This is an optimization exercise on Yosys and OpenROAD, whose aim is small area, not a production implementation. At most, simulation tests tie the RTL to the original design; equivalence was not proved. For run 5, only the layout was checked, not whether the RTL still works. The flow treats the clock pin as an ideal source, which a real chip does not have. No activity file was given, so power comes from the tool's default toggle rates.

===== design.v =====
module prbsx (
    output     out_data_i ,  
    output     out_data_q ,  
    input      in_enable  ,  
    input      in_reset   ,  
    input      clock         
    );
   reg [9-1:0] data;
   assign out_data_i = data[8];
   assign out_data_q = data[6] ^ data[5];
   always @(posedge clock) begin
      if (in_reset)
        data <= 9'h1AA;
      else if (in_enable)
        data <= {data[7:0], data[8] ^ data[4]};
   end
endmodule
module tx_fcsg (
    output      out_ctrl_valid_8MHz   ,  
    output      out_ctrl_valid_1oTMHz ,  
    input wire  in_reset              ,  
    input wire  clock                    
   );
   reg [4:0] period_counter;
   always @(posedge clock) begin
      if (in_reset)
        period_counter <= 5'd0;
      else
        period_counter <= period_counter + 5'd1;
   end
   assign out_ctrl_valid_8MHz   = (period_counter[1:0] == 2'd1);
   assign out_ctrl_valid_1oTMHz = (period_counter      == 5'd1);
endmodule
module tx_srrc_rom(addr, t_sum, t_dif);
  input [4:0] addr;
  wire [4:0] addr;
  output [13:0] t_sum;
  wire [13:0] t_sum;
  output [13:0] t_dif;
  wire [13:0] t_dif;
  wire _000_;
  wire _001_;
  wire _002_;
  wire _003_;
  wire _004_;
  wire _005_;
  wire _006_;
  wire _007_;
  wire _008_;
  wire _009_;
  wire _010_;
  wire _011_;
  wire _012_;
  wire _013_;
  wire _014_;
  wire _015_;
  wire _016_;
  wire _017_;
  wire _018_;
  wire _019_;
  wire _020_;
  wire _021_;
  wire _022_;
  wire _023_;
  wire _024_;
  wire _025_;
  wire _026_;
  wire _027_;
  wire _028_;
  wire _029_;
  wire _030_;
  wire _031_;
  wire _032_;
  wire _033_;
  wire _034_;
  wire _035_;
  wire _036_;
  wire _037_;
  wire _038_;
  wire _039_;
  wire _040_;
  wire _041_;
  wire _042_;
  wire _043_;
  wire _044_;
  wire _045_;
  wire _046_;
  wire _047_;
  wire _048_;
  wire _049_;
  wire _050_;
  wire _051_;
  wire _052_;
  wire _053_;
  wire _054_;
  wire _055_;
  wire _056_;
  wire _057_;
  wire _058_;
  wire _059_;
  wire _060_;
  wire _061_;
  wire _062_;
  wire _063_;
  wire _064_;
  wire _065_;
  wire _066_;
  wire _067_;
  wire _068_;
  wire _069_;
  wire _070_;
  wire _071_;
  wire _072_;
  wire _073_;
  wire _074_;
  wire _075_;
  wire _076_;
  wire _077_;
  wire _078_;
  wire _079_;
  wire _080_;
  wire _081_;
  wire _082_;
  wire _083_;
  wire _084_;
  wire _085_;
  wire _086_;
  wire _087_;
  wire _088_;
  wire _089_;
  wire _090_;
  wire _091_;
  wire _092_;
  wire _093_;
  wire _094_;
  wire _095_;
  wire _096_;
  wire _097_;
  wire _098_;
  wire _099_;
  wire _100_;
  wire _101_;
  wire _102_;
  wire _103_;
  wire _104_;
  wire _105_;
  wire _106_;
  wire _107_;
  wire _108_;
  wire _109_;
  wire _110_;
  wire _111_;
  wire _112_;
  wire _113_;
  wire _114_;
  wire _115_;
  wire _116_;
  wire _117_;
  wire _118_;
  wire _119_;
  wire _120_;
  wire _121_;
  wire _122_;
  wire _123_;
  wire _124_;
  wire _125_;
  wire _126_;
  wire _127_;
  wire _128_;
  wire _129_;
  wire _130_;
  wire _131_;
  wire _132_;
  wire _133_;
  wire _134_;
  wire _135_;
  wire _136_;
  wire _137_;
  wire _138_;
  wire _139_;
  wire _140_;
  wire _141_;
  wire _142_;
  wire _143_;
  wire _144_;
  wire _145_;
  wire _146_;
  wire _147_;
  wire _148_;
  wire _149_;
  wire _150_;
  wire _151_;
  wire _152_;
  wire _153_;
  assign _091_ = 4'h2 >> addr[2:1];
  assign _092_ = 4'h1 >> { _091_, addr[3] };
  assign _093_ = 4'h2 >> { addr[2], addr[0] };
  assign _094_ = 4'h1 >> { _093_, _092_ };
  assign _095_ = 4'h4 >> addr[1:0];
  assign _096_ = 4'h2 >> addr[1:0];
  assign _097_ = 4'h1 >> { _096_, _095_ };
  assign _098_ = 4'h4 >> { _097_, addr[4] };
  assign _099_ = 4'h2 >> { _098_, _094_ };
  assign _100_ = 4'h4 >> { _098_, _094_ };
  assign t_sum[7] = 4'h1 >> { _100_, _099_ };
  assign _101_ = 4'h2 >> { addr[0], addr[3] };
  assign _102_ = 4'h1 >> { _101_, addr[4] };
  assign _103_ = 4'h8 >> { _102_, t_sum[7] };
  assign _104_ = 4'h1 >> { _103_, addr[1] };
  assign _105_ = 4'h8 >> { _101_, addr[4] };
  assign t_dif[12] = 4'he >> { _105_, _104_ };
  assign _106_ = 4'h1 >> { addr[1], addr[3] };
  assign _107_ = 4'h1 >> { _106_, addr[4] };
  assign _108_ = 4'h8 >> { addr[2], addr[0] };
  assign _109_ = 4'h2 >> { _091_, addr[3] };
  assign _110_ = 4'h4 >> { _109_, _108_ };
  assign _111_ = 4'h2 >> { _110_, _107_ };
  assign _112_ = 4'h1 >> { addr[0], addr[3] };
  assign _113_ = 4'h2 >> { _112_, addr[4] };
  assign _114_ = 4'h2 >> { addr[1], addr[3] };
  assign _115_ = 4'h2 >> { _114_, _113_ };
  assign t_dif[11] = 4'h1 >> { _115_, _111_ };
  assign _116_ = 4'h1 >> { _093_, addr[1] };
  assign _117_ = 4'h2 >> { _116_, _113_ };
  assign _118_ = 4'h4 >> { _101_, addr[4] };
  assign _119_ = 4'h2 >> { _118_, addr[1] };
  assign _120_ = 4'h1 >> { _119_, _108_ };
  assign _121_ = 4'h8 >> { _095_, addr[2] };
  assign _122_ = 4'h2 >> { _121_, _120_ };
  assign _123_ = 4'h2 >> { _122_, _107_ };
  assign t_dif[10] = 4'h1 >> { _123_, _117_ };
  assign _124_ = 4'h8 >> { _097_, addr[2] };
  assign _125_ = 4'h4 >> { addr[2], addr[0] };
  assign _126_ = 4'h1 >> { _125_, addr[3] };
  assign _127_ = 4'h8 >> { _116_, addr[3] };
  assign _128_ = 4'h1 >> { _127_, _126_ };
  assign _129_ = 4'h2 >> { _128_, _124_ };
  assign _130_ = 4'h2 >> { _129_, _092_ };
  assign t_dif[9] = 4'he >> { _130_, _120_ };
  assign _131_ = 4'h8 >> { _091_, addr[3] };
  assign _132_ = 4'h2 >> { _131_, addr[4] };
  assign _133_ = 4'h1 >> { _097_, addr[2] };
  assign _134_ = 4'h1 >> { _133_, addr[3] };
  assign _135_ = 4'h2 >> { _134_, _132_ };
  assign _136_ = 4'h8 >> { addr[4], addr[1] };
  assign _137_ = 4'h1 >> { _136_, _135_ };
  assign _138_ = 4'h4 >> { _091_, addr[0] };
  assign _139_ = 4'h4 >> addr[2:1];
  assign _140_ = 4'h1 >> { _139_, _091_ };
  assign _141_ = 4'h8 >> { _140_, addr[0] };
  assign _142_ = 4'h1 >> { _141_, _138_ };
  assign _143_ = 4'h2 >> { _142_, addr[3] };
  assign _144_ = 4'h1 >> { _143_, _137_ };
  assign _145_ = 4'h1 >> addr[2:1];
  assign _146_ = 4'h2 >> { _145_, _126_ };
  assign _147_ = 4'h1 >> { _146_, addr[4] };
  assign _148_ = 4'h2 >> { _141_, addr[3] };
  assign _149_ = 4'h2 >> { _148_, _147_ };
  assign t_dif[8] = 4'he >> { _149_, _144_ };
  assign _150_ = 4'h1 >> { _148_, _106_ };
  assign _151_ = 4'h1 >> { _150_, _125_ };
  assign _152_ = 4'h1 >> { _151_, addr[4] };
  assign _153_ = 4'h1 >> { _140_, addr[0] };
  assign _000_ = 4'h1 >> { _153_, _108_ };
  assign _001_ = 4'h2 >> { _000_, addr[3] };
  assign _002_ = 4'h1 >> { addr[2], addr[0] };
  assign _003_ = 4'h1 >> { _002_, addr[3] };
  assign _004_ = 4'h2 >> { _003_, addr[4] };
  assign _005_ = 4'h4 >> { _004_, _001_ };
  assign t_dif[7] = 4'h1 >> { _005_, _152_ };
  assign _006_ = 4'h1 >> { _126_, addr[0] };
  assign _007_ = 4'h4 >> { _006_, _129_ };
  assign _008_ = 4'h4 >> { addr[1], addr[3] };
  assign _009_ = 4'h8 >> { _008_, _093_ };
  assign _010_ = 4'h1 >> { _009_, _007_ };
  assign _011_ = 4'h1 >> { _010_, addr[4] };
  assign _012_ = 4'h8 >> { _144_, _132_ };
  assign t_dif[6] = 4'h1 >> { _012_, _011_ };
  assign _013_ = 4'h1 >> { _008_, addr[4] };
  assign _014_ = 4'h4 >> { _013_, _002_ };
  assign _015_ = 4'h4 >> { _107_, addr[2] };
  assign _016_ = 4'h1 >> { _015_, _014_ };
  assign _017_ = 4'h8 >> { _148_, addr[0] };
  assign _018_ = 4'h1 >> { _017_, _016_ };
  assign _019_ = 4'h2 >> { _002_, addr[4] };
  assign _020_ = 4'h4 >> { _019_, _129_ };
  assign t_dif[5] = 4'h1 >> { _020_, _018_ };
  assign _021_ = 4'h4 >> { _138_, addr[3] };
  assign _022_ = 4'h1 >> { _021_, addr[4] };
  assign _023_ = 4'h2 >> { _002_, _092_ };
  assign _024_ = 4'h1 >> { _023_, _131_ };
  assign _025_ = 4'h8 >> { _024_, _022_ };
  assign _026_ = 4'h2 >> { _008_, _147_ };
  assign _027_ = 4'h1 >> { _026_, _025_ };
  assign _028_ = 4'h1 >> { _027_, _001_ };
  assign _029_ = 4'h4 >> { _095_, addr[3] };
  assign _030_ = 4'h1 >> { _096_, addr[2] };
  assign _031_ = 4'h4 >> { _030_, _029_ };
  assign _032_ = 4'h4 >> { _096_, addr[3] };
  assign _033_ = 4'h2 >> { _032_, addr[4] };
  assign _034_ = 4'h4 >> { _033_, _031_ };
  assign t_dif[4] = 4'h1 >> { _034_, _028_ };
  assign _035_ = 4'h4 >> { _126_, _116_ };
  assign _036_ = 4'h2 >> { _035_, addr[4] };
  assign _037_ = 4'h1 >> { _036_, _136_ };
  assign _038_ = 4'h1 >> { _017_, _121_ };
  assign _039_ = 4'h4 >> { _038_, _037_ };
  assign _040_ = 4'h2 >> { _101_, addr[2] };
  assign _041_ = 4'h2 >> { _040_, _095_ };
  assign _042_ = 4'h1 >> { _041_, _032_ };
  assign _043_ = 4'h8 >> { _042_, _006_ };
  assign _044_ = 4'h1 >> { _093_, addr[4] };
  assign _045_ = 4'h4 >> { _044_, _043_ };
  assign t_dif[3] = 4'h1 >> { _045_, _039_ };
  assign _046_ = 4'h8 >> { _002_, addr[3] };
  assign _047_ = 4'h1 >> { _046_, addr[4] };
  assign _048_ = 4'h4 >> { _047_, _040_ };
  assign _049_ = 4'h4 >> { _142_, addr[3] };
  assign _050_ = 4'h1 >> { _133_, _125_ };
  assign _051_ = 4'h2 >> { _050_, addr[3] };
  assign _052_ = 4'h2 >> { _051_, addr[4] };
  assign _053_ = 4'h4 >> { _052_, _049_ };
  assign t_dif[2] = 4'h1 >> { _053_, _048_ };
  assign _054_ = 4'h1 >> { _040_, _097_ };
  assign _055_ = 4'h4 >> { _047_, _143_ };
  assign _056_ = 4'h4 >> { _055_, _054_ };
  assign _057_ = 4'h8 >> { _097_, _092_ };
  assign _058_ = 4'h2 >> { _057_, _019_ };
  assign t_dif[1] = 4'he >> { _058_, _056_ };
  assign _059_ = 4'h1 >> { _036_, _096_ };
  assign _060_ = 4'h2 >> { _095_, addr[4] };
  assign t_sum[11] = 4'h1 >> { _060_, _059_ };
  assign t_sum[10] = 4'h1 >> { _042_, _015_ };
  assign _061_ = 4'h2 >> { _153_, _109_ };
  assign _062_ = 4'h2 >> { _061_, _036_ };
  assign _063_ = 4'h2 >> { _062_, _054_ };
  assign t_sum[9] = 4'h4 >> { _063_, _123_ };
  assign _064_ = 4'h8 >> { _017_, addr[2] };
  assign _065_ = 4'h1 >> { _064_, _029_ };
  assign _066_ = 4'h2 >> { _065_, addr[4] };
  assign _067_ = 4'h4 >> { _022_, _097_ };
  assign t_sum[8] = 4'he >> { _067_, _066_ };
  assign _068_ = 4'h4 >> { _014_, _109_ };
  assign _069_ = 4'h1 >> { _032_, _109_ };
  assign _070_ = 4'h4 >> { _069_, _029_ };
  assign _071_ = 4'h2 >> { _139_, addr[4] };
  assign _072_ = 4'h4 >> { _071_, _070_ };
  assign t_sum[6] = 4'he >> { _072_, _068_ };
  assign _073_ = 4'h2 >> { _128_, addr[4] };
  assign _074_ = 4'h1 >> { _138_, _124_ };
  assign _075_ = 4'h4 >> { _074_, _148_ };
  assign _076_ = 4'h1 >> { _075_, addr[4] };
  assign t_sum[5] = 4'he >> { _076_, _073_ };
  assign _077_ = 4'h2 >> { _145_, _101_ };
  assign _078_ = 4'h1 >> { _077_, addr[4] };
  assign _079_ = 4'h2 >> { _018_, addr[0] };
  assign _080_ = 4'h2 >> { _079_, _078_ };
  assign _081_ = 4'h1 >> { _124_, _091_ };
  assign _082_ = 4'h4 >> { _081_, _137_ };
  assign t_sum[4] = 4'h1 >> { _082_, _080_ };
  assign _083_ = 4'h4 >> { _078_, _057_ };
  assign t_sum[3] = 4'h1 >> { _083_, _135_ };
  assign _084_ = 4'h8 >> { _040_, _013_ };
  assign t_sum[2] = 4'h1 >> { _084_, _062_ };
  assign _085_ = 4'h2 >> { _070_, _005_ };
  assign t_sum[1] = 4'he >> { _085_, _025_ };
  assign _086_ = 4'h4 >> { _075_, _093_ };
  assign _087_ = 4'h2 >> { _086_, _055_ };
  assign _088_ = 4'h2 >> { _153_, addr[4] };
  assign _089_ = 4'h4 >> { _088_, _129_ };
  assign _090_ = 4'h4 >> { _089_, _064_ };
  assign t_dif[0] = 4'he >> { _090_, _087_ };
  assign t_dif[13] = 2'h1 >> addr[1];
  assign { t_sum[13:12], t_sum[0] } = { 2'h0, t_dif[0] };
endmodule
module top_tx_srrc (
    output [13:0] o_data_i,
    output [13:0] o_data_q,
    input         i_prbs_enable,
    input         i_enable_srrc,
    input         i_soft_reset,
    input         clock
    );
   reg prbs_enable;
   reg enable_srrc;
   reg soft_reset;
   always @(posedge clock) begin
      prbs_enable <= i_prbs_enable;
      enable_srrc <= i_enable_srrc;
      soft_reset  <= ~i_soft_reset;
   end
   wire v8, v1;
   wire bit_i, bit_q;
   tx_fcsg u_tx_fcsg (
      .out_ctrl_valid_8MHz   (v8),
      .out_ctrl_valid_1oTMHz (v1),
      .in_reset              (soft_reset),
      .clock                 (clock)
   );
   prbsx u_prbsx (
      .out_data_i (bit_i),
      .out_data_q (bit_q),
      .in_enable  (prbs_enable & v1),
      .in_reset   (soft_reset),
      .clock      (clock)
   );
   reg [2:0] ph;     
   reg [1:0] pcol;   
   reg [1:0] rot;    
   always @(posedge clock) begin
      if (soft_reset) begin
         ph   <= 3'd0;
         pcol <= 2'd0;
         rot  <= 2'd0;
      end
      else if (enable_srrc) begin
         if (v1)
           ph <= 3'd0;
         else if (v8)
           ph <= ph + 3'd1;
         pcol <= v8 ? 2'd0 : pcol + 2'd1;
         rot  <= v1 ? 2'd0 : rot + 2'd1;
      end
   end
   wire [13:0] t_sum, t_dif;
   tx_srrc_rom u_rom (
      .addr  ({ph, pcol}),
      .t_sum (t_sum),
      .t_dif (t_dif)
   );
   tx_srrc_ch u_ch_i (
      .out_srrc (o_data_i),
      .in_srrc  (bit_i),
      .t_sum    (t_sum),
      .t_dif    (t_dif),
      .rot      (rot),
      .in_reset (soft_reset),
      .in_enable(enable_srrc),
      .v8       (v8),
      .v1       (v1),
      .clock    (clock)
   );
   tx_srrc_ch u_ch_q (
      .out_srrc (o_data_q),
      .in_srrc  (bit_q),
      .t_sum    (t_sum),
      .t_dif    (t_dif),
      .rot      (rot),
      .in_reset (soft_reset),
      .in_enable(enable_srrc),
      .v8       (v8),
      .v1       (v1),
      .clock    (clock)
   );
endmodule
module tx_srrc_ch (
    output reg [13:0] out_srrc,
    input             in_srrc,
    input      [13:0] t_sum,
    input      [13:0] t_dif,
    input      [1:0]  rot,
    input             in_reset,
    input             in_enable,
    input             v8,
    input             v1,
    input             clock
    );
   reg [7:0]  shift_inp;   
   reg        drop;        
   reg [20:0] accum;       
   reg b0, b1;
   always @(*) begin
      case (rot)
        2'd0: begin b0 = drop;         b1 = shift_inp[7]; end
        2'd1: begin b0 = shift_inp[6]; b1 = shift_inp[5]; end
        2'd2: begin b0 = shift_inp[4]; b1 = shift_inp[3]; end
        default: begin b0 = shift_inp[2]; b1 = shift_inp[1]; end
      endcase
   end
   wire        sel_dif = in_enable &  (b0 ^ b1);
   wire        sel_sum = in_enable & ~(b0 ^ b1);
   wire        neg     = in_enable & b0;
   wire [13:0] mag     = ({14{sel_dif}} & t_dif) | ({14{sel_sum}} & t_sum);
   wire [13:0] tx      = mag ^ {14{neg}};
   wire [20:0] addend = {{7{tx[13]}}, tx};
   wire [21:0] carry;
   wire [20:0] sum;
   assign carry[0] = neg;
   genvar gi;
   generate
      for (gi = 0; gi < 21; gi = gi + 1) begin : g_add
         assign sum[gi]     = accum[gi] ^ addend[gi] ^ carry[gi];
         assign carry[gi+1] = (accum[gi] & addend[gi]) | (carry[gi] & (accum[gi] ^ addend[gi]));
      end
   endgenerate
   wire pos_sat = ~sum[20] &  (|sum[19:13]);
   wire neg_sat =  sum[20] & ~(&sum[19:13]);
   wire [13:0] sat = pos_sat ? 14'h1fff : neg_sat ? 14'h2000 : sum[13:0];
   wire clr = in_reset | (in_enable & v8);
   always @(posedge clock) begin
      accum <= clr ? 21'd0 : sum;
      if (in_reset) begin
         shift_inp <= 8'd0;
         drop      <= 1'b0;
         out_srrc  <= 14'd0;
      end
      else if (in_enable) begin
         if (v1) begin
            shift_inp <= {shift_inp[6:0], in_srrc};
            drop      <= shift_inp[7];
         end
         if (v8)
           out_srrc <= sat;
      end
   end
endmodule

===== flow/run.sh =====
#!/bin/bash
# Own flow: the standard synthesis, then the combinational logic re-mapped for
# area (registers untouched), then the standard ORFS layout with small port
# buffers and a clock tree of small buffers.
set -euo pipefail
W=$(pwd)
F=$W/flow
R=$W/orfs/results/$FLOW_PLATFORM/top_tx_srrc/base
YOSYS=$FLOW_HOME/../tools/install/yosys/bin/yosys

sed "s#\$(FLOW_FLOW_DIR)#$F#" $F/extra.mk >> $W/config.mk

bash $W/standard.sh synth > $W/flow_synth.log 2>&1

cp $R/1_2_yosys.v $W/std_1_2_yosys.v
export REOPT_LIB=$FLOW_HOME/platforms/$FLOW_PLATFORM/lib/sky130_fd_sc_hd__tt_025C_1v80.lib
export REOPT_TOP=$FLOW_TOP
export REOPT_IN=$W/std_1_2_yosys.v
export REOPT_OUT=$R/1_2_yosys.v
export REOPT_STAT=$W/reopt_stat.txt
export REOPT_DONT_USE="$(sed -n 's/.*DONT_USE_CELLS *+\?= *//p; /^ \+sky130/p' $FLOW_HOME/platforms/$FLOW_PLATFORM/config.mk | tr -d '\\' | tr -s ' \n' ' ')"
export REOPT_SCRIPT='+&get,-n;&st;&dch,-f;&nf,-R,1000;&put'
$YOSYS -c $F/reopt.tcl > $W/flow_reopt.log 2>&1
rm -f $R/1_synth.odb $R/1_synth.sdc

bash $W/standard.sh > $W/flow_layout.log 2>&1

===== flow/extra.mk =====

export BUFFER_PORTS_ARGS = -buffer_cell sky130_fd_sc_hd__buf_1
# clock tree: small buffers, no dummy loads
export CTS_ARGS = -sink_clustering_enable -repair_clock_nets -dont_use_dummy_load -buf_list sky130_fd_sc_hd__clkbuf_4 -root_buf sky130_fd_sc_hd__clkbuf_4
# clock tree: upsize the buffers whose sinks see a high slew (flow/post_cts.tcl)
export POST_CTS_TCL = $(FLOW_FLOW_DIR)/post_cts.tcl

===== flow/post_cts.tcl =====
# Resize the clock tree buffers for the clock-pin slew limit: the CTS builds the
# whole tree from one small buffer type; a buffer whose sinks see a slew above
# the target gets the next larger clock buffer.
set target 0.115
set next(sky130_fd_sc_hd__clkbuf_4) sky130_fd_sc_hd__clkbuf_8
set next(sky130_fd_sc_hd__clkbuf_8) sky130_fd_sc_hd__clkbuf_16
for {set pass 0} {$pass < 3} {incr pass} {
  estimate_parasitics -placement
  set n_up 0
  foreach inst [get_cells clkbuf_*] {
    set net [get_nets -of_objects [get_pins [get_full_name $inst]/X]]
    set worst 0
    foreach p [get_pins -of_objects $net -filter "direction == input"] {
      set s [get_property $p slew_max]
      if {$s > $worst} { set worst $s }
    }
    set ref [get_property $inst ref_name]
    if {$worst > $target && [info exists next($ref)]} {
      replace_cell $inst $next($ref)
      incr n_up
    }
  }
  puts "post_cts pass $pass: resized $n_up clock buffers"
  if {$n_up == 0} { break }
}
estimate_parasitics -placement
detailed_placement
check_placement -verbose

===== flow/reopt.tcl =====
# Re-map the combinational logic of the standard synthesis netlist for area.
# The registers stay as they are (same instances, names and cell types).
yosys -import
set lib $::env(REOPT_LIB)
set top $::env(REOPT_TOP)
read_liberty -ignore_miss_func $lib
read_verilog $::env(REOPT_IN)
hierarchy -top $top
# sequential cells stay black boxes, so flatten only dissolves combinational cells
foreach c {dfxtp_1 conb_1 fa_1} { blackbox sky130_fd_sc_hd__$c }
flatten
yosys rename -hide w:_*
opt_clean -purge
blackbox sky130_fd_sc_hd__*
set du {}
foreach c $::env(REOPT_DONT_USE) { lappend du -dont_use $c }
abc -liberty $lib {*}$du -script $::env(REOPT_SCRIPT)
opt_clean -purge
setundef -zero
hilomap -singleton -hicell sky130_fd_sc_hd__conb_1 HI -locell sky130_fd_sc_hd__conb_1 LO
splitnets
opt_clean -purge
#insbuf
tee -o $::env(REOPT_STAT) stat -liberty $lib
write_verilog -noattr -nohex -nodec $::env(REOPT_OUT)

===== standard.sh =====
#!/bin/bash
# synth_recipe.tcl (not shown) runs the flow's synth.tcl, then flattens the netlist and writes it again
# the make line also repeats each setting of config.mk as NAME=value (left out here)
make -C /OpenROAD-flow-scripts/flow DESIGN_CONFIG=/design/flow/config.mk WORK_HOME=/design/flow/orfs CLKGATE_MAP_FILE= SYNTH_SCRIPT=/design/flow/synth_recipe.tcl "${@:-finish}"

===== config.mk =====
export PLATFORM = sky130hd
export DESIGN_NAME = top_tx_srrc
export DESIGN_NICKNAME = top_tx_srrc
export VERILOG_FILES = /design/flow/design.v
export SDC_FILE = /design/flow/constraint.sdc
export NUM_CORES = 4
export LEC_CHECK = 0
export ABC_AREA = 1
export CAP_MARGIN = 0
export CORE_MARGIN = 2
export CORE_UTILIZATION = 65
export GPL_TIMING_DRIVEN = 0
export SLEW_MARGIN = 0

# Settings of this version's own flow (appended to bench's config.mk by run.sh)
# port buffers: the smallest buffer
export BUFFER_PORTS_ARGS = -buffer_cell sky130_fd_sc_hd__buf_1
# clock tree: small buffers, no dummy loads
export CTS_ARGS = -sink_clustering_enable -repair_clock_nets -dont_use_dummy_load -buf_list sky130_fd_sc_hd__clkbuf_4 -root_buf sky130_fd_sc_hd__clkbuf_4
# clock tree: upsize the buffers whose sinks see a high slew (flow/post_cts.tcl)
export POST_CTS_TCL = /design/flow/flow/post_cts.tcl

===== constraint.sdc =====
create_clock -name core_clock -period 12.0 [get_ports {clock}]
set_input_delay 2.4000 -clock core_clock [delete_from_list [all_inputs] [get_ports {clock}]]
set_output_delay 2.4000 -clock core_clock [all_outputs]
set_load 0.01 [all_outputs]

==> run summary, run 1 <==
GP Congestion: 0.9521
Final Cycle Share: 0.9618
Unrepaired setup endpoints after global routing: no
Static Leak: 0.002166 uW
Most frequent cells in the layout: nand2_1, dfxtp_1, nor2_1
Die area: 9402 um2
Syn Area/Cell: 8.551 um2
Core ar.: 8299 um2
1st-iter DRT viols: 378
CP peak stage delay: 540 ps
Hold Path Class: register to register
Total power draw: 978.0 uW
Critical path fanouts, max: 15
Mapped Cells: 657
Slowest cell on crit path: dfxtp_2
Die width: 96.97 um
Outcome: no timing/DRC/antenna violations
Fin crit period: 11540 ps
CTS tree: yes
Starting Density: 0.6769
Routed wire length per instance: 16.58 um
Share of post-route cells with drive strength above 1: 0.04119
Cell Area, Synth: 5618 um2
Critical path arrival: 11750 ps
Port buffer count: 31
Initial antenna violation count: 0
Fillers: 587
Final slew viol count: 0
CTS Sinks: 112
Syn. warnings: 4
FMAX: 0.08664 GHz
Crit Path Class: register to register
Post-DR vias/cell: 6.042
Worst Path Required: 12210 ps
Worst r2r src: pcol[0]
GR Overflow Total: 0
Mapped Nets: 699
Multi-input gate area: 3261 um2
Most frequent CP cell: fa_1
Layout area overhead: 9.287%
Drt pass-1 iters: 5
Clock transition at path regs: 90 ps
Net count, final: 748
Hpwl dp: 9585 um
Flop2flop setup slack: 460 ps
Slew @ Worst Pin: 1155 ps
Cell Rows: 33
Residual DRC: 0
Startpoint Class: register
DRT Wirelength: 13410 um
Worst Setup End Kind: register
Via count of the first global-routing pass: 4584
FF+latch area: 2247 um2
Placed Cells: 794
Via count: 4888
Pwr Density: 159.3 nW/um2
Final hold vios: 0
Clk latency of the worst-skew pair: 330 ps
Diode count: 0
Setup_tns: 0 ps
Rel. slew slack: 0.2299
Largest net degree at the start of global routing: 48
CP Launch Point: pcol[0]
GR Util All Layers: 0.2876
Maximum capacitance violations: 0
Max rail drop VDD: 0.08938 mV
Final antenna-violating net count: 0
Ports: 32
Final Hold Slack: 441.4 ps
Non-Filler Instances: 809
Final setup fails: 0
First-pass GRT wire length: 21970 um
HP Start: u_prbsx.data[3]
Commonest non-fill, non-tap cell in the layout: nand2_1
Setup skew after layout: 27.44 ps
Die Y: 96.97 um
[layout make-up]
| cell class | count | area share |
|---|---|---|
| clock buffer | 9 | 0.02181 |
| inverter | 43 | 0.02690 |
| multi-input combinational | 502 | 0.5311 |
| sequential | 112 | 0.3660 |
| tap | 105 | 0.02140 |
| timing repair buffer | 38 | 0.03281 |
[stage by stage]
stage	instance area [um2]	utilization	setup slack, ps
6_report	6140	0.7398	458.0
5_1_grt	6140	0.7398	23.35
3_5_place_dp	5897	0.7105	-894.4
3_3_place_gp	5866	0.7068	-891.1
2_1_floorplan	5618	-	913.9
[power breakdown]
group          switching, uW  internal, uW  total [uW]
sequential              39.5           418         458
combinational            202           134         336
clock                    108          75.6         184
total                    350           628         978
[worst paths after layout]
kind / cells past startpoint / to
max: 38 / u_ch_i.out_srrc[11]
min: 2 / u_prbsx.data[3]
max reg2reg: 38 / u_ch_i.out_srrc[11]
min reg2reg: 2 / u_prbsx.data[3]
[worst max-delay path, delay by kind of cell (launching register included)]
kind	cells	cell delay [ps]
AOI/OAI and AO/OA	4	810
and+or+nand+nor	6	1190
xor gates and xnor gates	2	390
DFF	1	540
buffers and inverters	7	990
adders and majority gates	19	7520
[sequential cells by signal, summed over array words and instances, names as in the netlist]
register,flops
enable_srrc,1
pcol,2
ph,3
prbs_enable,1
rot,2
soft_reset,1
u_ch_i.accum,21
u_ch_i.drop,1
u_ch_i.out_srrc,14
u_ch_i.shift_inp,8
u_ch_q.accum,21
u_ch_q.drop,1
u_ch_q.out_srrc,14
u_ch_q.shift_inp,8
u_prbsx.data,9
u_tx_fcsg.period_counter,5
[per-layer routing]
layer / vias up / share of wire / GRT usage
li1: 2326 / - / -
met1: 2312 / 0.43 / 0.3905
met2: 216 / 0.48 / 0.4674
met3: 34 / 0.071 / 0.05564
met4: 0 / 0.025 / 0.09209
met5: - / 0 / 0
==> inputs of run 2 (changes only) <==
--- a/config.mk
+++ b/config.mk
@@ -7,9 +7,9 @@
 export LEC_CHECK = 0
 export ABC_AREA = 1
-export CAP_MARGIN = 0
+export CAP_MARGIN = 20
 export CORE_MARGIN = 2
 export CORE_UTILIZATION = 65
 export GPL_TIMING_DRIVEN = 0
-export SLEW_MARGIN = 0
+export SLEW_MARGIN = 20
 
 # Settings of this version's own flow (appended to bench's config.mk by run.sh)
==> run summary, run 2 <==
Crit. path cell count: 36 (-5.3%)
1st-iter DRT viols: 341 (-9.8%)
GR Overflow Total: 0 (unchanged)
Diode count: 0 (unchanged)
Worst Path Required: 12240 ps (+30 ps)
Die area: 9402 um2 (unchanged)
Clock transition at path regs: 110 ps (+20 ps)
Routed wire length per instance: 16.23 um (-2.1%)
Worst path bufs/invs: 5 (-2)
CTS Sinks: 112 (unchanged)
Max rail drop VDD: 0.08533 mV (-4.5%)
Worst Setup End Kind: register
Layout area overhead: 9.042%
Commonest non-fill, non-tap cell in the layout: nand2_1
Fin crit period: 11470 ps (-71.82 ps)
Rel. slew slack: 0.4174 (+0.1875)
Maximum capacitance violations: 0 (unchanged)
Worst r2r src: pcol[0]
Post-DR vias/cell: 5.880 (-2.7%)
DRT Wirelength: 13100 um (-2.4%)
Die Y: 96.97 um (unchanged)
Crit Path Class: register to register
GR Util All Layers: 0.2812 (-0.006428)
Via count of the first global-routing pass: 4518 (-1.4%)
Cell Area, Synth: 5618 um2 (unchanged)
First-pass GRT wire length: 21450 um (-2.4%)
Mapped Cells: 657 (unchanged)
CP peak stage delay: 600 ps (+60 ps)
Hpwl dp: 9513 um (-0.75%)
Setup_tns: 0 ps (unchanged)
Crit path max-delay family: adder cells
Final Hold Slack: 432.8 ps (-8.641 ps)
FF-to-FF End: u_ch_i.out_srrc[8]
Hold Path Class: register to register
Final setup fails: 0 (unchanged)
Share of post-route cells with drive strength above 1: 0.03846 (-0.002732)
Final hold vios: 0 (unchanged)
Most frequent cells in the layout: nand2_1, dfxtp_1, nor2_1
Top flop regs: u_ch_i.accum (21), u_ch_q.accum (21)
Ports: 32 (unchanged)
Drt pass-1 iters: 6 (+1)
Pwr Density: 155.2 nW/um2 (-2.6%)
Static Leak: 0.002157 uW (-0.42%)
FMAX: 0.08718 GHz (+0.63%)
Critical path fanouts, max: 15 (unchanged)
Syn Area/Cell: 8.551 um2 (unchanged)
Total power draw: 950.7 uW (-2.8%)
Final slew viol count: 0 (unchanged)
Cell Rows: 33 (unchanged)
Mapped Nets: 699 (unchanged)
Core ar.: 8299 um2 (unchanged)
Initial antenna violation count: 0 (unchanged)
Syn. warnings: 4 (unchanged)
Port buffer count: 31 (unchanged)
Final antenna-violating net count: 0 (unchanged)
GP Congestion: 0.9521 (unchanged)
Final Cycle Share: 0.9559 (-0.005985)
Slew @ Worst Pin: 872.8 ps (-281.8 ps)
Starting Density: 0.6769 (unchanged)
Clk latency of the worst-skew pair: 370 ps (+40 ps)
Slowest cell on crit path: fa_1
Residual DRC: 0 (unchanged)
Startpoint Class: register
Flop2flop setup slack: 530 ps (+70 ps)
CP Launch Point: pcol[0]
Via count: 4745 (-2.9%)
Net count, final: 746 (-0.27%)
Die width: 96.97 um (unchanged)
Outcome: no timing/DRC/antenna violations
Setup skew after layout: 31.07 ps (+3.627 ps)
Critical Path Sink: u_ch_i.out_srrc[8]
Largest net degree at the start of global routing: 32 (-33%)
CTS tree: yes
Worst r2r path cells: 36 (-5.3%)
Most frequent CP cell: fa_1
Critical path arrival: 11710 ps (-40 ps)
-- run 2: per-layer routing --
layer  share of wire  global-route usage  vias to the layer above
met5               0                   0                        -
met4           0.021             0.08342                        0
met3           0.065             0.06214                       25
met2            0.48              0.4583                      162
met1            0.43              0.3786                     2244
li1                -                   -                     2314
-- run 2: power by group --
| part | internal, uW | switching, uW |
|---|---|---|
| Clock | 60.8 | 108 |
| Sequential | 418 | 36.3 |
| Combinational | 129 | 198 |
| Total | 608 | 343 |
-- run 2: through the flow --
| stage | util | worst slack, ps | instance area (um2) | instances |
|---|---|---|---|---|
| floorplan | - | 913.9 | 5618 | 657 |
| finish | 0.7381 | 529.8 | 6126 | 807 |
| detailed placement | 0.7145 | -779.2 | 5929 | 795 |
| global placement | 0.7068 | -891.1 | 5866 | 793 |
| global route | 0.7381 | -49.83 | 6126 | 807 |
-- run 2: area by class of cell --
| cell class | instances | area, um2 |
|---|---|---|
| Clock buffer | 9 | 111.4 |
| Inverter | 43 | 161.4 |
| Fill cell | 580 | 2173 |
| Multi-Input combinational cell | 502 | 3268 |
| Tap cell | 105 | 131.4 |
| Sequential cell | 112 | 2247 |
| Timing Repair Buffer | 36 | 206.4 |
-- run 2: how the worst min path moves through the flow --
stage,startpoint,to,slack [ps],depth (start not counted)
floorplan,u_prbsx.data[1],u_prbsx.data[1],420,2
global placement,u_prbsx.data[7],u_prbsx.data[8],420,2
global route,u_ch_i.shift_inp[6],u_ch_i.shift_inp[7],460,2
finish,u_ch_i.shift_inp[0],u_ch_i.shift_inp[1],430,2
detailed placement,u_prbsx.data[3],u_prbsx.data[3],430,2
-- run 2: worst register-to-register path: cells and delay by family (launching register included) --
family,cells,cell delay [ps]
compound gates,4,980
fa+ha+maj,19,7620
buf+inv,5,650
flops,1,510
simple gates,8,1610
==> inputs of run 3 (changes only) <==
--- a/flow/run.sh
+++ b/flow/run.sh
@@ -1,5 +1,6 @@
 #!/bin/bash
 # Own flow: the standard synthesis, then the combinational logic re-mapped for
-# area (registers untouched), then the standard ORFS layout with small port
+# area (registers untouched; full adders kept, their polarities chosen to save
+# inverters), then the standard ORFS layout with small port
 # buffers and a clock tree of small buffers.
 set -euo pipefail
@@ -20,4 +21,6 @@
 export REOPT_STAT=$W/reopt_stat.txt
 export REOPT_DONT_USE="$(sed -n 's/.*DONT_USE_CELLS *+\?= *//p; /^ \+sky130/p' $FLOW_HOME/platforms/$FLOW_PLATFORM/config.mk | tr -d '\\' | tr -s ' \n' ' ')"
+export REOPT_POL=$F/fa_polarity.py
+export REOPT_TMP=$W
 export REOPT_SCRIPT='+&get,-n;&st;&dch,-f;&nf,-R,1000;&put'
 $YOSYS -c $F/reopt.tcl > $W/flow_reopt.log 2>&1
==> flow/fa_polarity.py (new file) <==
#!/usr/bin/env python3
"""Choose the polarity of each full-adder cell so that fewer inverters sit
between full adders, flip-flops and ports.  FA(~a,~b,~c) = ~FA(a,b,c): a
flipped adder gets an inverter on each input and each output; the mapper then
cancels the inverter pairs.  Reads and writes a Yosys JSON netlist."""
import json, sys
from collections import defaultdict

FA = 'sky130_fd_sc_hd__fa_1'
src, dst, top = sys.argv[1], sys.argv[2], sys.argv[3]
d = json.load(open(src))
m = d['modules'][top]
cells = m['cells']

drv = {}
loads = defaultdict(list)
for pn, p in m['ports'].items():
    for b in p['bits']:
        if p['direction'] == 'input':
            drv[b] = ('PI', pn, None)
        else:
            loads[b].append(('PO', pn, None))
for cn, c in cells.items():
    for pin, bits in c['connections'].items():
        dirn = c.get('port_directions', {}).get(pin)
        for b in bits:
            if isinstance(b, str):
                continue
            if dirn == 'output':
                drv[b] = (c['type'], cn, pin)
            else:
                loads[b].append((c['type'], cn, pin))

def kind(t):
    if t == FA: return 'fa'
    if t == 'PI' or t == 'PO': return 'port'
    if 'dfxtp' in t: return 'ff'
    return None

# edges: (src_cell or None, dst_cell or None, parity) between boundary pins
edges = []
for cn, c in cells.items():
    if c['type'] != FA:
        continue
    for pin in ('A', 'B', 'CIN'):
        b = c['connections'][pin][0]
        par = 0
        while not isinstance(b, str) and b in drv and drv[b][0] == '$_NOT_':
            par ^= 1
            b = cells[drv[b][1]]['connections']['A'][0]
        if isinstance(b, str) or b not in drv:
            continue
        t, sc, sp = drv[b]
        k = kind(t)
        if k is None:
            continue
        edges.append((sc if k == 'fa' else None, cn, par))
# FA outputs to flip-flop inputs or ports through inverters only
for cn, c in cells.items():
    if c['type'] != FA:
        continue
    for pin in ('SUM', 'COUT'):
        stack = [(c['connections'][pin][0], 0)]
        while stack:
            b, par = stack.pop()
            for t, lc, lp in loads[b]:
                if t == '$_NOT_':
                    stack.append((cells[lc]['connections']['Y'][0], par ^ 1))
                elif kind(t) in ('ff', 'port'):
                    edges.append((cn, None, par))

fas = [cn for cn, c in cells.items() if c['type'] == FA]
p = {cn: 0 for cn in fas}
def cost():
    return sum((par ^ (p[s] if s else 0) ^ (p[t] if t else 0)) for s, t, par in edges)
inc = defaultdict(list)
for e in edges:
    if e[0]: inc[e[0]].append(e)
    if e[1]: inc[e[1]].append(e)
before = cost()
changed = True
while changed:
    changed = False
    for f in fas:
        def local():
            return sum((par ^ (p[s] if s else 0) ^ (p[t] if t else 0)) for s, t, par in inc[f])
        c0 = local(); p[f] ^= 1; c1 = local()
        if c1 < c0:
            changed = True
        else:
            p[f] ^= 1
after = cost()

nxt = max([b for c in cells.values() for bits in c['connections'].values() for b in bits if not isinstance(b, str)] +
          [b for pp in m['ports'].values() for b in pp['bits'] if not isinstance(b, str)]) + 1
n_not = 0
def new_not(a, y):
    global n_not
    n_not += 1
    cells['$fapol$not%d' % n_not] = {'hide_name': 1, 'type': '$_NOT_', 'parameters': {}, 'attributes': {},
        'port_directions': {'A': 'input', 'Y': 'output'}, 'connections': {'A': [a], 'Y': [y]}}
def root(b):
    par = 0
    while not isinstance(b, str) and b in drv and drv[b][0] == '$_NOT_':
        par ^= 1
        b = cells[drv[b][1]]['connections']['A'][0]
    return b, par
# roots of the FA inputs, taken before any rewiring
fa_in = {}
for f in fas:
    fa_in[f] = {pin: root(cells[f]['connections'][pin][0]) for pin in ('A', 'B', 'CIN')}
# flipped adders drive new nets; the old output nets keep their value through one inverter
phys = {}   # old output bit -> (new physical bit, parity of physical relative to old)
for f in fas:
    if not p[f]:
        continue
    con = cells[f]['connections']
    for pin in ('SUM', 'COUT'):
        b = con[pin][0]; nb = nxt; nxt += 1
        con[pin] = [nb]; new_not(nb, b)
        phys[b] = (nb, 1)
inv_cache = {}
def inverted(b):
    if b not in inv_cache:
        global nxt
        nb = nxt; nxt += 1
        new_not(b, nb); inv_cache[b] = nb
    return inv_cache[b]
for f in fas:
    con = cells[f]['connections']
    for pin in ('A', 'B', 'CIN'):
        rb, par = fa_in[f][pin]
        need = par ^ p[f]
        if not isinstance(rb, str) and rb in phys:
            rb, pp = phys[rb]
            need ^= pp
        con[pin] = [inverted(rb) if need else rb]
json.dump(d, open(dst, 'w'))
print('fa_polarity: %d adders, %d flipped, boundary inverters %d -> %d' % (len(fas), sum(p.values()), before, after))
--- a/flow/reopt.tcl
+++ b/flow/reopt.tcl
@@ -13,4 +13,11 @@
 opt_clean -purge
 blackbox sky130_fd_sc_hd__*
+opt -purge
+# choose full-adder polarities (flow/fa_polarity.py), then map
+write_json $::env(REOPT_TMP)/pre_pol.json
+puts [exec python3 $::env(REOPT_POL) $::env(REOPT_TMP)/pre_pol.json $::env(REOPT_TMP)/post_pol.json $top]
+design -reset
+read_json $::env(REOPT_TMP)/post_pol.json
+hierarchy -top $top
 set du {}
 foreach c $::env(REOPT_DONT_USE) { lappend du -dont_use $c }
==> run summary, run 3 <==
Clock transition at path regs: 100 ps (about the same)
Rel. slew slack: 0.3608 (-0.05656)
Crit Path Class: register to register
Final Cycle Share: 0.9728 (+0.01699)
First-pass GRT wire length: 21910 um (+2.2%)
HP Start: u_prbsx.data[3]
Setup skew after layout: 28.79 ps (-2.277 ps)
Via count: 4925 (+3.8%)
Cell Rows: 33 (unchanged)
Outcome: no timing/DRC/antenna violations
Sw Pwr: 345.2 uW (+0.66%)
Static Leak: 0.002487 uW (+15%)
CTS tree: yes
Hpwl dp: 9318 um (-2.0%)
Cell-internal power: 625.2 uW (+2.9%)
GR Util All Layers: 0.3064 (+0.02528)
Clk latency of the worst-skew pair: 340 ps (-30 ps)
Startpoint Class: register
Residual DRC: 0 (unchanged)
Largest net degree at the start of global routing: 48 (+50%)
Worst Setup End Kind: register
Max rail drop VDD: 0.09112 mV (+6.8%)
CTS Sinks: 112 (unchanged)
GR Overflow Total: 0 (unchanged)
Pwr Density: 157.4 nW/um2 (+1.4%)
Worst Path Required: 12250 ps (about the same)
Switch share: 0.3557 (-0.005015)
Drt pass-1 iters: 6 (unchanged)
Mapped Nets: 661 (-5.4%)
Most frequent CP cell: fa_1
CP peak stage delay: 670 ps (+70 ps)
Starting Density: 0.6731 (-0.003856)
Die width: 96.24 um (-0.75%)
Share of post-route cells with drive strength above 1: 0.08258 (+0.04412)
Critical path fanouts, max: 11 (-4)
Critical path arrival: 11920 ps (+210 ps)
Fin crit period: 11670 ps (+203.9 ps)
Flop2flop setup slack: 330 ps (-200 ps)
Layout area overhead: 11.52%
Worst r2r path cells: 30 (-17%)
Reg power frac: 0.465 (-0.013)
Diode count: 0 (unchanged)
Worst r2r src: rot[1]
Fillers: 590 (+1.7%)
Cell Area, Synth: 5530 um2 (-1.6%)
Clock share of power: 0.195 (+0.017)
Syn Area/Cell: 8.934 um2 (+4.5%)
Top flop regs: u_ch_i.accum (21), u_ch_q.accum (21)
Hold endpoint: u_prbsx.data[3]
Slowest cell on crit path: fa_2
Slew @ Worst Pin: 957.5 ps (+84.73 ps)
Syn. warnings: 4 (unchanged)
Die area: 9262 um2 (-1.5%)
Routed wire length per instance: 18.78 um (+16%)
Commonest non-fill, non-tap cell in the layout: dfxtp_1
GP Congestion: 0.9122 (-4.2%)
Logic gate share of total power: 0.339 (-0.005)
Maximum capacitance violations: 0 (unchanged)
Final setup fails: 0 (unchanged)
Final slew viol count: 0 (unchanged)
Ports: 32 (unchanged)
DRT Wirelength: 14480 um (+11%)
Final Util: 0.7506 (+0.01244)
Final Hold Slack: 448.0 ps (+15.14 ps)
Post-DR vias/cell: 6.388 (+8.6%)
Final antenna-violating net count: 0 (unchanged)
Hold-critical path depth: 2 (unchanged)
1st-iter DRT viols: 363 (+6.5%)
Net count, final: 710 (-4.8%)
Die Y: 96.24 um (-0.75%)
Port buffer count: 31 (unchanged)
FMAX: 0.08566 GHz (-1.7%)
Hold Path Class: register to register
Via count of the first global-routing pass: 4571 (+1.2%)
Most frequent cells in the layout: dfxtp_1, nand2_1, o21ai_0
FF-to-FF End: u_ch_q.out_srrc[12]
Mapped Cells: 619 (-5.8%)
Final hold vios: 0 (unchanged)
Initial antenna violation count: 0 (unchanged)
Core ar.: 8217 um2 (-1.0%)
[run 3: worst max-delay path by stage]
stage,startpoint,endpoint,slack (ps),cells past startpoint
2_1_floorplan,ph[0],u_ch_q.out_srrc[10],190,31
3_3_place_gp,ph[0],u_ch_q.out_srrc[8],-1140,31
3_5_place_dp,ph[0],u_ch_q.out_srrc[7],-940,31
5_1_grt,rot[0],u_ch_i.out_srrc[5],-80,30
6_report,rot[1],u_ch_q.out_srrc[12],330,30
[run 3: critical path: cells and delay by family, from the launching register on]
| family | cells | cell delay (ps) |
|---|---|---|
| fa+ha+maj | 19 | 8750 |
| compound gates | 4 | 1270 |
| flops | 1 | 400 |
| simple gates | 5 | 850 |
| xor+xnor | 2 | 320 |
[run 3: through the flow]
stage	worst slack [ps]	TNS, ps	total power (uW)	cells	instance area [um2]
2_1_floorplan	186.6	0	663.8	619	5530
3_3_place_gp	-1143	-15360	736.0	755	5778
3_5_place_dp	-936.2	-14870	748.2	757	5812
5_1_grt	-81.26	-373.5	1023	771	6167
6_report	325.9	0	970.4	771	6167
[run 3: layout make-up]
type | instances | area (um2) | share of cell area
Inverter | 14 | 55.05 | 0.008927
Sequential cell | 112 | 2262 | 0.3668
Tap cell | 105 | 131.4 | 0.02130
Timing Repair Buffer | 37 | 185.2 | 0.03003
Clock buffer | 9 | 133.9 | 0.02171
Multi-Input combinational cell | 494 | 3400 | 0.5512
[run 3: power groups by stage]
| stage | registers (uW) | logic, uW | clock network (uW) |
|---|---|---|---|
| floorplan | 455 | 208 | 0 |
| global placement | 458 | 278 | 0 |
| detailed placement | 460 | 288 | 0 |
| global route | 456 | 365 | 202 |
| finish | 452 | 329 | 189 |
[run 3: per-layer routing]
metal | part of all wire | global-route usage | wire, um | vias to the layer above
met3 | 0.060 | 0.04229 | 872 | 45
met1 | 0.40 | 0.3976 | 5775 | 2372
met5 | 0 | 0 | 0 | -
met4 | 0.033 | 0.1345 | 484 | 0
met2 | 0.51 | 0.5116 | 7345 | 226
li1 | - | - | - | 2282
==> inputs of run 4 (changes only) <==
--- a/flow/fa_polarity.py
+++ b/flow/fa_polarity.py
@@ -127,13 +127,24 @@
         new_not(b, nb); inv_cache[b] = nb
     return inv_cache[b]
+n_swap = 0
 for f in fas:
     con = cells[f]['connections']
+    newcon = {}
+    carry_pin = None
     for pin in ('A', 'B', 'CIN'):
         rb, par = fa_in[f][pin]
+        if not isinstance(rb, str) and rb in drv and drv[rb][0] == FA and drv[rb][2] == 'COUT':
+            carry_pin = pin
         need = par ^ p[f]
         if not isinstance(rb, str) and rb in phys:
             rb, pp = phys[rb]
             need ^= pp
-        con[pin] = [inverted(rb) if need else rb]
+        newcon[pin] = [inverted(rb) if need else rb]
+    # the three inputs are interchangeable: the carry goes to CIN, the fastest input
+    if carry_pin is not None and carry_pin != 'CIN':
+        newcon[carry_pin], newcon['CIN'] = newcon['CIN'], newcon[carry_pin]
+        n_swap += 1
+    for pin in ('A', 'B', 'CIN'):
+        con[pin] = newcon[pin]
 json.dump(d, open(dst, 'w'))
-print('fa_polarity: %d adders, %d flipped, boundary inverters %d -> %d' % (len(fas), sum(p.values()), before, after))
+print('fa_polarity: %d adders, %d flipped, boundary inverters %d -> %d, %d carries moved to CIN' % (len(fas), sum(p.values()), before, after, n_swap))
==> run summary, run 4 <==
Max rail drop VDD: 0.08799 mV (-3.4%)
Cell Rows: 33 (unchanged)
Via count of the first global-routing pass: 4433 (-3.0%)
Syn. warnings: 4 (unchanged)
Clk latency of the worst-skew pair: 340 ps (about the same)
Die area: 9262 um2 (unchanged)
Slew @ Worst Pin: 966.9 ps (+9.446 ps)
GR Util All Layers: 0.3004 (-0.006059)
Rel. slew slack: 0.3545 (-0.006306)
Share of post-route cells with drive strength above 1: 0.03323 (-0.04935)
Layout area overhead: 8.122%
Most frequent cells in the layout: nand2_1, dfxtp_1, nor2_1, o21ai_0, a21oi_1
Fillers: 627 (+6.3%)
Die Y: 96.24 um (unchanged)
FF+latch area: 2247 um2 (-0.66%)
Sw Pwr: 332.1 uW (-3.8%)
CTS tree: yes
Mapped Cells: 619 (unchanged)
Mapped Nets: 661 (unchanged)
DRT Wirelength: 13120 um (-9.4%)
Final setup fails: 0 (unchanged)
Static Leak: 0.002439 uW (-1.9%)
Ports: 32 (unchanged)
Pwr Density: 157.7 nW/um2 (+0.25%)
Multi-input gate area: 3257 um2 (-4.2%)
Via count: 4786 (-2.8%)
Residual DRC: 0 (unchanged)
Final Cycle Share: 0.9598 (-0.01302)
Most frequent CP cell: fa_1
Switch share: 0.3521 (-0.003618)
Slowest cell on crit path: dfxtp_1
Final Util: 0.7277 (-0.02284)
Cell-internal power: 611.1 uW (-2.3%)
Critical path arrival: 11750 ps (-170 ps)
Logic gate share of total power: 0.319 (-0.020)
Post-place instance area: 5823 um2 (+0.19%)
Core ar.: 8217 um2 (unchanged)
Fin crit period: 11520 ps (-156.2 ps)
Final slew viol count: 0 (unchanged)
Clock transition at path regs: 110 ps (about the same)
Top flop regs: u_ch_i.accum (21), u_ch_q.accum (21)
Outcome: no timing/DRC/antenna violations
Syn Area/Cell: 8.934 um2 (unchanged)
Worst r2r src: pcol[1]
Largest net degree at the start of global routing: 48 (unchanged)
Post-DR vias/cell: 6.240 (-2.3%)
GR Overflow Total: 0 (unchanged)
Worst Setup End Kind: register
Total power draw: 943.2 uW (-2.8%)
HP Start: u_prbsx.data[1]
First-pass GRT wire length: 21490 um (-1.9%)
Diode count: 0 (unchanged)
CP Launch Point: pcol[1]
Final antenna-violating net count: 0 (unchanged)
Starting Density: 0.6731 (unchanged)
Worst Path Required: 12230 ps (-20 ps)
Startpoint Class: register
Crit Path Class: register to register
Hpwl dp: 9223 um (-1.0%)
Final Cell Area: 5979 um2 (-3.0%)
Drt pass-1 iters: 10 (+4)
Setup skew after layout: 26.17 ps (-2.618 ps)
Hold Path Class: register to register
GP Congestion: 0.9131 (about the same)
Critical path fanouts, max: 11 (unchanged)
FMAX: 0.08682 GHz (+1.4%)
Maximum capacitance violations: 0 (unchanged)
Cell Area, Synth: 5530 um2 (unchanged)
Die width: 96.24 um (unchanged)
CTS Sinks: 112 (unchanged)
Clock share of power: 0.198 (+0.003)
Reg power frac: 0.482 (+0.017)
Initial antenna violation count: 0 (unchanged)
Final hold vios: 0 (unchanged)
Port buffer count: 31 (unchanged)
CP peak stage delay: 600 ps (-70 ps)
Routed wire length per instance: 17.10 um (-8.9%)
1st-iter DRT viols: 336 (-7.4%)
Net count, final: 706 (-0.56%)
-- run 4: cell count changes in the layout (fill, tap and decap cells not counted), moves of 4 or more --
cell	before	now
fa_1	34	38
fa_2	4	0
dfxtp_4	5	0
nand2_1	104	108
nand2_2	5	0
nand2b_1	5	9
-- run 4: stage by stage --
step	instances	setup slack [ps]	TNS (ps)	hold WS [ps]
2_1_floorplan	619	1273	0	415.4
3_3_place_gp	755	54.45	0	426.0
3_5_place_dp	758	104.8	0	436.9
5_1_grt	767	-0.2442	-0.2442	473.8
6_report	767	482.1	0	448.1
-- run 4: final timing paths --
path	to	slack, ps	cells after the start
max	u_ch_i.out_srrc[6]	480	31
min	u_prbsx.data[1]	450	2
max reg2reg	u_ch_i.out_srrc[6]	480	31
min reg2reg	u_prbsx.data[1]	450	2
-- run 4: power groups by stage --
stage                     Sequential (uW)  Combinational [uW]  Clock, uW
final                                 455                 301        187
after global routing                  462                 338        201
after detailed placement              462                 290          0
after global placement                460                 279          0
after floorplan                       458                 207          0
-- run 4: layout make-up --
type | instances | share of cell area
clock buffer | 9 | 0.02239
timing repair buffer | 34 | 0.02574
sequential | 112 | 0.3758
multi-input combinational | 493 | 0.5447
inverter | 14 | 0.009416
tap | 105 | 0.02197
-- run 4: metal layers --
metal / share of wire / routed length [um] / track usage / vias up
met5: 0 / 0 / 0 / -
met2: 0.50 / 6584 / 0.5041 / 189
met4: 0.025 / 326 / 0.1024 / 0
met1: 0.41 / 5393 / 0.3912 / 2290
met3: 0.062 / 815 / 0.05403 / 33
li1: - / - / - / 2274
-- run 4: critical path: cells and delay by family, from the launching register on --
family | cells | cell delay [ps]
compound gates | 3 | 1050
simple gates | 7 | 1540
fa+ha+maj | 19 | 7660
flops | 1 | 600
buf+inv | 1 | 370
mux | 1 | 200
==> inputs of run 5 (changes only) <==
--- a/design.v
+++ b/design.v
@@ -483,13 +483,24 @@
    wire [13:0] mag     = ({14{sel_dif}} & t_dif) | ({14{sel_sum}} & t_sum);
    wire [13:0] tx      = mag ^ {14{neg}};
-   wire [20:0] addend = {{7{tx[13]}}, tx};
-   wire [21:0] carry;
+   wire [14:0] carry;
    wire [20:0] sum;
    assign carry[0] = neg;
    genvar gi;
    generate
-      for (gi = 0; gi < 21; gi = gi + 1) begin : g_add
-         assign sum[gi]     = accum[gi] ^ addend[gi] ^ carry[gi];
-         assign carry[gi+1] = (accum[gi] & addend[gi]) | (carry[gi] & (accum[gi] ^ addend[gi]));
+      for (gi = 0; gi < 14; gi = gi + 1) begin : g_add
+         assign sum[gi]     = accum[gi] ^ tx[gi] ^ carry[gi];
+         assign carry[gi+1] = (accum[gi] & tx[gi]) | (carry[gi] & (accum[gi] ^ tx[gi]));
+      end
+   endgenerate
+   wire       up = carry[14] & ~tx[13];
+   wire       dn = ~carry[14] & tx[13];
+   wire [7:0] all1, all0;    
+   assign all1[0] = 1'b1;
+   assign all0[0] = 1'b1;
+   generate
+      for (gi = 0; gi < 7; gi = gi + 1) begin : g_cnt
+         assign all1[gi+1]  = all1[gi] &  accum[14+gi];
+         assign all0[gi+1]  = all0[gi] & ~accum[14+gi];
+         assign sum[14+gi]  = accum[14+gi] ^ ((up & all1[gi]) | (dn & all0[gi]));
       end
    endgenerate
==> run summary, run 5 <==
Outcome: no timing/DRC/antenna violations
Maximum capacitance violations: 0 (unchanged)
1st-iter DRT viols: 340 (+1.2%)
Die area: 9329 um2 (+0.72%)
Max rail drop VDD: 0.09951 mV (+13%)
Via count: 4716 (-1.5%)
Slew @ Worst Pin: 1028 ps (+60.73 ps)
Pwr Density: 146.9 nW/um2 (-6.8%)
Initial antenna violation count: 0 (unchanged)
Placed Cells: 800 (+5.5%)
Largest net degree at the start of global routing: 39 (-19%)
Multi-input gate area: 3273 um2 (+0.50%)
Clk latency of the worst-skew pair: 330 ps (about the same)
Die Y: 96.59 um (+0.36%)
Routed wire length per instance: 14.78 um (-14%)
Share of post-route cells with drive strength above 1: 0.01989 (-0.01335)
Starting Density: 0.6747 (+0.001635)
Final worst setup slack: 1630 ps (+1148 ps)
Worst Setup End Kind: register
Mapped Cells: 663 (+7.1%)
GR Util All Layers: 0.2766 (-0.02380)
M1 GR Usage: 0.3548 (-0.03637)
Crit Path Class: register to register
Startpoint Class: register
Hpwl dp: 8937 um (-3.1%)
Rel. slew slack: 0.3124 (-0.04214)
Pre-CTS setup slack: 1744 ps (+1639 ps)
Worst Path Required: 12230 ps (about the same)
Unrepaired setup endpoints after global routing: no
Hold Path Class: register to register
Mapped Nets: 693 (+4.8%)
Final slew viol count: 0 (unchanged)
Diode count: 0 (unchanged)
DRT Wirelength: 11960 um (-8.9%)
CP peak stage delay: 820 ps (+220 ps)
Die width: 96.59 um (+0.36%)
Top flop regs: u_ch_i.accum (21), u_ch_q.accum (21)
Ports: 32 (unchanged)
FMAX: 0.09644 GHz (+11%)
Critical path fanouts, max: 21 (+10)
Setup skew after layout: 28.12 ps (+1.949 ps)
Non-Filler Instances: 809 (+5.5%)
Setup_tns: 0 ps (unchanged)
Final Cell Area: 5988 um2 (+0.15%)
GRT met3 Usage: 0.04965 (-0.004382)
Post-DR vias/cell: 5.829 (-6.6%)
FF+latch area: 2243 um2 (-0.17%)
Post-place instance area: 5856 um2 (+0.56%)
CTS tree: yes
Most Crowded Layer GR: met2
Final Cycle Share: 0.8641 (-0.09570)
Final hold vios: 0 (unchanged)
GR Overflow Total: 0 (unchanged)
Commonest non-fill, non-tap cell in the layout: dfxtp_1
First-pass GRT wire length: 20110 um (-6.4%)
Final setup fails: 0 (unchanged)
Static Leak: 0.002273 uW (-6.8%)
GP Congestion: 0.9758 (+6.9%)
Residual DRC: 0 (unchanged)
Cell Area, Synth: 5572 um2 (+0.75%)
Via count of the first global-routing pass: 4319 (-2.6%)
Syn. warnings: 4 (unchanged)
Slowest cell on crit path: nor2_1
Most frequent cells in the layout: dfxtp_1, nor2_1, nand2_1
Met2 usage: 0.4716 (-0.03241)
Cell Rows: 33 (unchanged)
Critical path arrival: 10600 ps (-1150 ps)
Fillers: 686 (+9.4%)
Clock transition at path regs: 110 ps (about the same)
Final antenna-violating net count: 0 (unchanged)
Core ar.: 8258 um2 (+0.50%)
Fin crit period: 10370 ps (-1148 ps)
CTS Sinks: 112 (unchanged)
Drt pass-1 iters: 5 (-5)
Syn Area/Cell: 8.404 um2 (-5.9%)
Most frequent CP cell: fa_1
Final Hold Slack: 450.6 ps (+2.496 ps)
Port buffer count: 31 (unchanged)
Layout area overhead: 7.478%
Net count, final: 736 (+4.2%)
==> run 5: worst paths after layout <==
path	cells after the start	slack, ps	endpoint	from
worst max-delay path	28	1630	u_ch_q.out_srrc[4]	ph[0]
worst min-delay path	2	450	u_prbsx.data[8]	u_prbsx.data[7]
worst max register to register	28	1630	u_ch_q.out_srrc[4]	ph[0]
worst min register to register	2	450	u_prbsx.data[8]	u_prbsx.data[7]
==> run 5: layout make-up <==
class                      count  share of cell area
multi-input combinational    533              0.5466
tap                          105             0.02194
clock buffer                   9             0.02152
timing repair buffer          32             0.02403
sequential                   112              0.3746
inverter                      18             0.01128
==> run 5: metal layers <==
layer	routed length [um]	part of all wire
met1	5172	0.43
met3	577	0.048
met5	0	0
met2	5964	0.50
met4	241	0.020
==> run 5: power breakdown <==
group	switching (uW)	internal (uW)	total, uW
clock	106	71.9	178
combinational	148	103	252
sequential	33.1	417	450
==> run 5: through the flow <==
stage	power (uW)	util
3_3_place_gp	694.3	0.7047
5_1_grt	941.7	0.7252
2_1_floorplan	637.8	-
6_report	879.9	0.7252
3_5_place_dp	709.0	0.7091
==> run 5: critical path: cells and delay by family (launching register included) <==
kind | cells | cell delay, ps
multiplexers | 1 | 190
AND/OR/NAND/NOR | 8 | 2490
AO/OA/AOI/OAI | 4 | 1180
XOR/XNOR | 1 | 180
flip-flops | 1 | 750
adder cells (fa/ha/maj) | 13 | 5260
buffers and inverters | 1 | 210

## what the ideal ports hide
Ports are ideal in the flow. The routed layouts listed here were re-timed in OpenROAD. Step 1: set_driving_cell puts a clkbuf_16 on clock and a buf_2 on each other input, an assumption about the parent block. Step 2, shift: input delay + t, output delay - t, t = (earliest + latest rising clock arrival at the registers) / 2. This alone moves slack from input paths to output paths. Three values: ideal ports, drivers, drivers and shift; two values: the first two.
| run | t, ns | setup slack, ns | worst slew at a driven data input, ns |
|---|---|---|---|
| run 1 | 0.360 | 0.458 / 0.458 / 0.458 | 0.03 |
| run 2 | 0.388 | 0.530 / 0.530 / 0.530 | 0.03 |
| run 3 | 0.366 | 0.326 / 0.326 / 0.326 | 0.03 |
| run 4 | 0.363 | 0.482 / 0.482 / 0.482 | 0.03 |
| run 5 | 0.357 | 1.630 / 1.630 / 1.630 | 0.03 |
After both steps setup and hold are still met in every run listed.
